Context: an optimization exercise on an open-source flow, tuned for small area, a short achievable clock period and few clock cycles. The choices shown serve that exercise and are no tape-out recipe. Only simulation tests tie the RTL to the original design; equivalence was not proved. No driver is modelled on the clock port, so clock power and skew are understated where the tree is cut down; a real chip needs a root buffer or a tree. No activity file was given, so power comes from the tool's default toggle rates.

Setup of v16:
==> flow/design.v <==
module STI_DAC(clk ,reset, load, pi_data, pi_length, pi_fill, pi_msb, pi_low, pi_end,
	       so_data, so_valid,
	       oem_finish, oem_dataout, oem_addr,
	       odd1_wr, odd2_wr, odd3_wr, odd4_wr, even1_wr, even2_wr, even3_wr, even4_wr);
input		clk, reset;
input		load, pi_msb, pi_low, pi_end;
input	[15:0]	pi_data;
input	[1:0]	pi_length;
input		pi_fill;
output		so_data;
output		so_valid;
output		odd1_wr, odd2_wr, odd3_wr, odd4_wr, even1_wr, even2_wr, even3_wr, even4_wr;
output	reg	oem_finish;
output	[4:0]	oem_addr;
output	[7:0]	oem_dataout;
reg		busy;		 
reg	[2:0]	idx;		 
reg		hi;		 
reg		zero;		 
reg		be;		 
reg		msb_r;		 
reg	[7:0]	shift;		 
reg	[5:0]	pix;		 
reg	[3:1]	bge;		 
reg		wr_odd;		 
reg		wr_even;	 
reg		wr_data;	 
reg		zen;		 
wire off = pi_length[1] & (pi_msb ^ pi_fill);	 
reg zero0, hi0;					 
always @(*) begin
	case (pi_length)
	2'd0: begin zero0 = 1'b0; hi0 = pi_low; end
	2'd1: begin zero0 = 1'b0; hi0 = pi_msb; end
	2'd2: begin zero0 = off; hi0 = off ^ pi_msb; end	 
	default: begin zero0 = off; hi0 = pi_msb; end		 
	endcase
end
wire k1 = hi ^ pi_msb;
wire last_byte = (pi_length == 2'd0)
	| (~zero & k1 & ((pi_length == 2'd1) | off))		 
	| (zero & ~off & (pi_length == 2'd2) & ~k1)		 
	| (zero & ~off & (pi_length == 2'd3) & k1);		 
wire first_bit = ~zero0 & (pi_msb ? (hi0 ? pi_data[15] : pi_data[7])
				  : (hi0 ? pi_data[8] : pi_data[0]));
wire next_bit = ~zero & pi_data[{hi, idx}];
wire byte_end = be;
wire last = byte_end & last_byte;
always @(posedge clk or posedge reset) begin
	if (reset) begin
		busy <= 1'b0;
		be <= 1'b0;
	end else begin
		busy <= load | (busy & ~last);
		be <= busy & (idx == (msb_r ? 3'd1 : 3'd6));
	end
end
wire [2:0] idx_up = idx + 3'd1;
wire [2:0] idx_dn = idx - 3'd1;
always @(posedge clk) begin
	msb_r <= pi_msb;
	if (load) idx <= pi_msb ? 3'd6 : 3'd1;
	else idx <= msb_r ? idx_dn : idx_up;
	if (load) begin
		zero <= zero0;
		hi <= hi0;
	end else if (byte_end) begin
		zero <= zero ^ k1;
		hi <= ~hi;
	end
	shift <= {shift[6:0], load ? first_bit : next_bit};
end
assign so_data = shift[0];
wire pix_ev = pix[3] ^ pix[0];
wire fill = pi_end & ~bge[1] & ~(wr_odd | wr_even);
wire slot = byte_end | fill;
always @(posedge clk or posedge reset) begin
	if (reset) begin
		pix <= 6'd0;
		bge <= 3'd0;
		wr_odd <= 1'b0;
		wr_even <= 1'b0;
		wr_data <= 1'b0;
		oem_finish <= 1'b0;
	end else begin
		wr_odd <= slot & ~pix_ev;
		wr_even <= slot & pix_ev;
		wr_data <= byte_end;
		bge <= bge | ({bge[2:1], 1'b1} & {3{(wr_odd | wr_even) & (pix == 6'd63)}});
		pix <= pix + {5'd0, wr_odd | wr_even};
		oem_finish <= pi_end & bge[1];
	end
end
always @(posedge clk)
	zen <= ~byte_end & (load | busy | pi_end);
assign odd1_wr  = wr_odd & ~bge[1];
assign even1_wr = wr_even & ~bge[1];
assign odd2_wr  = bge[1] ? wr_odd & ~bge[2] : zen;
assign even2_wr = bge[1] ? wr_even & ~bge[2] : zen;
assign odd3_wr  = bge[2] ? wr_odd & ~bge[3] : zen;
assign even3_wr = bge[2] ? wr_even & ~bge[3] : zen;
assign odd4_wr  = bge[3] ? wr_odd : zen;
assign even4_wr = bge[3] ? wr_even : zen;
assign oem_addr = pix[5:1];
assign so_valid = busy | wr_data;
assign oem_dataout = shift & {8{wr_data}};
endmodule
==> flow/config.mk <==
export PLATFORM = sky130hd
export DESIGN_NAME = STI_DAC
export DESIGN_NICKNAME = STI_DAC
export VERILOG_FILES = /design/flow/design.v
export SDC_FILE = /design/flow/constraint.sdc
export NUM_CORES = 4
export LEC_CHECK = 0
export CAP_MARGIN = 20
export CORE_MARGIN = 2
export CORE_UTILIZATION = 50
export PLACE_DENSITY = 0.75
export SETUP_SLACK_MARGIN = 2.1
export SLEW_MARGIN = 20
==> flow/constraint.sdc <==
create_clock -name core_clock -period 4.0 [get_ports {clk}]
set_input_delay 0.8000 -clock core_clock [delete_from_list [all_inputs] [get_ports {clk}]]
set_output_delay 0.8000 -clock core_clock [all_outputs]
set_load 0.01 [all_outputs]
standard.sh (not shown) runs the stock make flow with config.mk's settings and CLKGATE_MAP_FILE= SYNTH_SCRIPT=/design/flow/synth_recipe.tcl, a recipe that flattens the netlist after the stock synthesis.
==> flow/flow/run.sh <==
#!/bin/bash
# Standard synthesis and layout, with plain buf_1 port buffers, free cell
# sizing, and a single clock buffer in place of the clock tree (pre_cts.tcl).
set -euo pipefail
here=$(pwd)
bash standard.sh synth > synth.log 2>&1
bash standard.sh 'BUFFER_PORTS_ARGS=-buffer_cell sky130_fd_sc_hd__buf_1' MATCH_CELL_FOOTPRINT=0 "PRE_CTS_TCL=$here/flow/pre_cts.tcl" finish > layout.log 2>&1
==> flow/flow/pre_cts.tcl <==
# Clock tree: one clkbuf_16, placed at the centre of the registers, drives
# every register's clock pin (the design has about 30 registers). This
# replaces ORFS's two-level H-tree; all registers still see the same clock.
set block [ord::get_db_block]
set clknet [$block findNet clk]
set sinks {}
set sx 0
set sy 0
foreach it [$clknet getITerms] {
  set inst [$it getInst]
  set box [$inst getBBox]
  set sx [expr {$sx + ([$box xMin] + [$box xMax]) / 2}]
  set sy [expr {$sy + ([$box yMin] + [$box yMax]) / 2}]
  lappend sinks $it
}
set n [llength $sinks]
puts "pre_cts: $n clock sinks"
set master [[ord::get_db] findMaster sky130_fd_sc_hd__clkbuf_16]
set buf [odb::dbInst_create $block $master clkbuf_root]
set leaf [odb::dbNet_create $block clknet_root]
$leaf setSigType CLOCK
foreach it $sinks {
  $it disconnect
  $it connect $leaf
}
[$buf findITerm A] connect $clknet
[$buf findITerm X] connect $leaf
$buf setLocation [expr {$sx / $n}] [expr {$sy / $n}]
$buf setPlacementStatus PLACED
set_propagated_clock [all_clocks]
# the tree is built; skip ORFS's clock tree synthesis
proc clock_tree_synthesis {args} { puts "pre_cts: clock_tree_synthesis skipped" }
Testbench counts of v16, summed over its fixed seeds: cycles 10,845.
--- input diff v16..v18 ---
- a deleted PLACE_DENSITY that had been 0.75
- a change of CORE_UTILIZATION from 50 to 40
- a change of SETUP_SLACK_MARGIN from 2.1 to 2.05
Notes after the runs:
Compared with v16, v18 supports a lower clock frequency.
v16 -> v18: count of input and output buffers flat
In the metrics for v18 and v16, the one carrying the higher switching power as a share of total power is v16.
Total wire length after detailed routing (v18 vs. v16) decreases by a few percent
Edits applied to the flow inputs when going from v18 to v36:
- SETUP_SLACK_MARGIN now 2.1, was 2.05
==> flow/flow/run.sh <==
#!/bin/bash
# Standard synthesis and layout, with plain buf_1 port buffers, free cell
# sizing, no timing repair before placement (repair runs after the clock is
# built), and a single clock buffer in place of the clock tree (pre_cts.tcl).
set -euo pipefail
here=$(pwd)
bash standard.sh synth > synth.log 2>&1
bash standard.sh 'BUFFER_PORTS_ARGS=-buffer_cell sky130_fd_sc_hd__buf_1' MATCH_CELL_FOOTPRINT=0 REMOVE_ABC_BUFFERS=1 "PRE_CTS_TCL=$here/flow/pre_cts.tcl" finish > layout.log 2>&1
[summary]
- Looking at worst slack at placement across both flows, v36 is the stronger of the two, with v18 trailing.
- Comparing sum of routed wire length over all layers for v36 and v18, the bigger number came from v36.
- Comparing v36 and v18, sequential fraction of total cell area is higher on v18.
- Arrival time of the worst setup path of v18 is on par with v36.
--- input diff v36..v17 ---
- SETUP_SLACK_MARGIN changed from 2.1 to 2.2
==> flow/flow/run.sh <==
#!/bin/bash
# Standard synthesis and layout, with plain buf_1 port buffers, free cell
# sizing, and a single clock buffer in place of the clock tree (pre_cts.tcl).
set -euo pipefail
here=$(pwd)
bash standard.sh synth > synth.log 2>&1
bash standard.sh 'BUFFER_PORTS_ARGS=-buffer_cell sky130_fd_sc_hd__buf_1' MATCH_CELL_FOOTPRINT=0 "PRE_CTS_TCL=$here/flow/pre_cts.tcl" finish > layout.log 2>&1
==> comparison <==
- In v17 the internal power turned out 0.000034 W higher than in v36.
- Summary of the comparison: number of fill cells is lower in v17, relative to v36.
- The floorplan die area of v17 and that of v36 are within noise of each other.
- Launch point of the worst path = bge[2]: v36; launch point of the worst path = bge[1]: v17
- As far as switching part of the total power is concerned, v36 and v17 perform about the same.
- Taking v36 as the reference, in v17 fmax went up 6.5 MHz; total cell area at the placement stage went up 13 µm²; critical path depth held; overall power consumption went up about 6%.
- In the reports for v17 and v36, the smaller slew at the pin closest to its max-slew limit belongs to v36.
- Of the two values seen for library cell contributing the largest single delay on the critical path, dfrtp_2 was produced by v17 and dfrtp_1 by v36.
- Switching power summed over all nets in v17 is 5.5% above v36.
- Of v17 and v36, it is v17 that has the higher power share of the combinational group.
Input-level comparison between v56 and v17:
- SETUP_SLACK_MARGIN removed (was 2.2)
Findings:
v56 against v17: global-route usage fell 1.6 points; routed length per instance fell about 11%.
The lower data arrival at the endpoint of the critical path of v56 and v17 is in v17.
Kind of critical path: in2reg -> v56, reg2out -> v17
v56 vs. v17: post-CTS setup buffer count now smaller, maximum vdd drop now smaller, number of enable flip-flop cells after synthesis held steady.
Delay of the slowest cell on the worst path was lower in the run labelled v56.
Changes observed in v56 relative to v17: power consumed by sequential cells decreased by about 1% relative to the old numbers, part of the total power dissipated in the clock network went up by 0.8 points, highest achievable clock rate shows a reduction of about 5.5%, overall power consumption decreased 7.3%.
v17 ended up with even1_wr as its endpoint of the worst setup timing path; v56 ended up with busy.
Inputs modified between v56 and v30:
- CORE_UTILIZATION: 40 -> 65
- SETUP_SLACK_MARGIN: unset -> 2.1
Results
v30 ran to completion and came out clean on the timing, DRC and antenna checks. Measured against v30, the mean number of vias per cell of v56 comes out at 0.887 times the reference value. In the final reports, the cell area of v30 is larger than that of v56. For v56, the cell with the largest stage delay on the worst path was buf_1, unlike v30, where it was dfrtp_2. Relative to v56, power share of the combinational group has gone up in v30. Re share of cell area taken by muxes after synthesis: no difference whatsoever between v56 and v30. Cell depth of the worst flop-to-flop path: v30 vs v56 — no meaningful difference. Fraction of standard cell area that is sequential was lower in the run labelled v30. Clock group share of total power came out lower on v30 than on v56. v30 has more setup slack than v56.
In every run of this note, the design's own scripts or RTL, not TritonCTS, make the clock network.

==> what the ideal ports hide <==
No port has a modelled driver above. Below, the same layouts with a new extraction and two added sets of constraints.
Step 1 sets driving cells, clkbuf_16 on the clock port and buf_2 on the other inputs (assumed; they add their load-dependent delay and slew).
Step 2 also shifts input and output timing later by t, the mid clock arrival at the registers, as if the neighbouring blocks saw the same clock.
Three values: no drivers, after step 1, after step 2; two values: the first two.
| run | t (ns) | slack for setup (ns) | latest minus earliest clock arrival (ns) | slew at the worst register clock pin (ns) |
|---|---|---|---|---|
| v16 | 0.196 | 2.138 / 2.109 / 1.993 | 0.003 / 0.003 | 0.11 / 0.11 |
| v18 | 0.194 | 2.117 / 2.087 / 1.996 | 0.003 / 0.004 | 0.10 / 0.10 |
| v36 | 0.194 | 2.128 / 2.100 / 1.963 | 0.004 / 0.004 | 0.11 / 0.11 |
| v17 | 0.194 | 2.151 / 2.122 / 2.066 | 0.004 / 0.003 | 0.11 / 0.11 |
| v56 | 0.194 | 2.042 / 2.039 / 1.859 | 0.004 / 0.004 | 0.10 / 0.10 |
| v30 | 0.190 | 2.139 / 2.111 / 2.002 | 0.004 / 0.003 | 0.10 / 0.10 |
After both steps setup and hold are still met in every run listed. For v56, which loses most, drivers alone change the setup slack by -0.003 ns; drivers and shift together by -0.183 ns.
